Source: an optimization exercise on an open RTL-to-GDS flow (aim: small area). Production flows keep margins and buffers that such runs may drop.
The RTL was checked by simulation tests, not by an equivalence proof against the original design.
Power is estimated from default activity; no workload was simulated.

Setup of run C:
==> flow/design.v (excerpt) <==
module risc_cpu(
input clk,
input rst,
output [31:0]imem_addr,
input [31:0]imem_data,
output [31:0]dmem_addr,
output [31:0]dmem_wdata,
output dmem_we,
output dmem_re,
input [31:0]dmem_rdata
);
==> module alu_dp, before the edit <==
module alu_dp(
input [31:0]an,
input [31:0]b,
input sub,
input s_a,input s_a_n,
input s_l,input s_l_n,
input s_or,input s_or_n,
output [31:0]r,
output co
);
wire [32:0]c;             
assign c[0]=sub;
genvar i;
generate for(i=0;i<32;i=i+1) begin:bt
  wire xn;                
  g_xnor2 ux(.a(b[i]),.b(sub),.y(xn));
  if(i%2==0) begin:e
    wire p,g,s,rn;
    g_xor2 up(.a(an[i]),.b(xn),.y(p));
    g_nor2 ug(.a(an[i]),.b(xn),.y(g));
    g_a21oi uc(.a1(p),.a2(c[i]),.b1(g),.y(c[i+1]));
    g_xor2 us(.a(p),.b(c[i]),.y(s));
    g_aoi222 ur(.a(s),.sa(s_a),.b(g),.sb(s_l),.c(p),.sc(s_or),.y(rn));
    g_inv ui(.a(rn),.y(r[i]));
  end else begin:o
    wire pn,gn,s,l;
    g_xnor2 up(.a(an[i]),.b(xn),.y(pn));
    g_or2 ug(.a(an[i]),.b(xn),.y(gn));
    g_o21ai uc(.a1(pn),.a2(c[i]),.b1(gn),.y(c[i+1]));
    g_xor2 us(.a(pn),.b(c[i]),.y(s));
    g_o21ai ul(.a1(pn),.a2(s_or_n),.b1(gn),.y(l));
    g_ao22 ur(.a(s),.sa(s_a),.b(l),.sb(s_l),.y(r[i]));
  end
end endgenerate
assign co=c[32];
endmodule
clock: 10.0 ns
lec_check: 0
cap_margin: 20
core_margin: 2
core_utilization: 40
cts_buf_list: sky130_fd_sc_hd__clkbuf_8
cts_cluster_diameter: 65
cts_cluster_size: 16
place_density: 0.8
slew_margin: 20
synth_hierarchical: 1
buffer_ports_args: -buffer_cell sky130_fd_sc_hd__buf_1
cts_args: -sink_clustering_enable -repair_clock_nets -buf_list sky130_fd_sc_hd__clkbuf_8 -sink_clustering_size 16 -sink_clustering_max_diameter 65 -dont_use_dummy_load
standard.sh (not shown) runs the stock make flow with config.mk's settings and CLKGATE_MAP_FILE= SYNTH_SCRIPT=/design/flow/synth_recipe.tcl, a recipe that flattens the netlist after the stock synthesis.
==> flow/flow/run.sh <==
#!/bin/bash
# Layout: the standard flow (standard.sh) unchanged, except that
#  - the port buffers are sky130_fd_sc_hd__buf_1 (buffer_ports -buffer_cell);
#  - clock tree synthesis inserts no dummy loads (-dont_use_dummy_load).
# Each step's output goes to its own log file here.
set -euo pipefail
bash standard.sh synth > run_synth.log 2>&1
cat >> config.mk <<'CFG'
export BUFFER_PORTS_ARGS = -buffer_cell sky130_fd_sc_hd__buf_1
export CTS_ARGS = -sink_clustering_enable -repair_clock_nets -buf_list sky130_fd_sc_hd__clkbuf_8 -sink_clustering_size 16 -sink_clustering_max_diameter 65 -dont_use_dummy_load
CFG
bash standard.sh finish > run_layout.log 2>&1
The inputs of run A differ from those of run C as listed below.
--- a/flow/design.v
+++ b/flow/design.v
@@ -14,15 +14,15 @@
 generate for(i=0;i<32;i=i+1) begin:bt
   wire xn;                
   g_xnor2 ux(.a(b[i]),.b(sub),.y(xn));
   if(i%2==0) begin:e
-    wire p,g,s,rn;
+    wire p,g,sn,ln;
     g_xor2 up(.a(an[i]),.b(xn),.y(p));
     g_nor2 ug(.a(an[i]),.b(xn),.y(g));
     g_a21oi uc(.a1(p),.a2(c[i]),.b1(g),.y(c[i+1]));
-    g_xor2 us(.a(p),.b(c[i]),.y(s));
-    g_aoi222 ur(.a(s),.sa(s_a),.b(g),.sb(s_l),.c(p),.sc(s_or),.y(rn));
-    g_inv ui(.a(rn),.y(r[i]));
+    g_xnor2 us(.a(p),.b(c[i]),.y(sn));
+    g_a21oi ul(.a1(p),.a2(s_or),.b1(g),.y(ln));
+    g_o22ai ur(.a1(sn),.a2(s_a_n),.b1(ln),.b2(s_l_n),.y(r[i]));
   end else begin:o
     wire pn,gn,s,l;
     g_xnor2 up(.a(an[i]),.b(xn),.y(pn));
     g_or2 ug(.a(an[i]),.b(xn),.y(gn));
==> run notes <==
Slack of the worst reg-to-reg path improves in run A relative to run C.
[compare] base=run C new=run A: final design area excluding fillers higher, total placed cells including tap cells has remained practically unchanged, clock group total power about even, time the final worst path needs with I/O delays and setup went up by 0.030 ns, number of clock buffers inserted by TritonCTS saw an increase.
Run A against run C; power consumption is up slightly.

port drivers added, routing unchanged:
The results above use ideal ports. As a check the final layouts listed here were re-extracted and re-timed, cells and wires unchanged.
Step 1 sets driving cells, clkbuf_16 on the clock port and buf_2 on the other inputs (assumed; they add their load-dependent delay and slew).
Step 2 moves the port delays by t, midway between the first and last clock arrival at a register: inputs arrive t later, outputs are due t later. That takes back most of the time a late clock gives input paths.
a / b / c = ideal ports / drivers / drivers and shift; a / b = the first two.
| run | t, ns | setup WS [ns] | clock arrival spread, ns |
|---|---|---|---|
| run C | 0.850 | 0.650 / 0.578 / 0.757 | 0.172 / 0.172 |
| run A | 0.842 | 0.620 / 0.551 / 1.090 | 0.115 / 0.114 |
After both steps setup and hold are still met in every run listed.
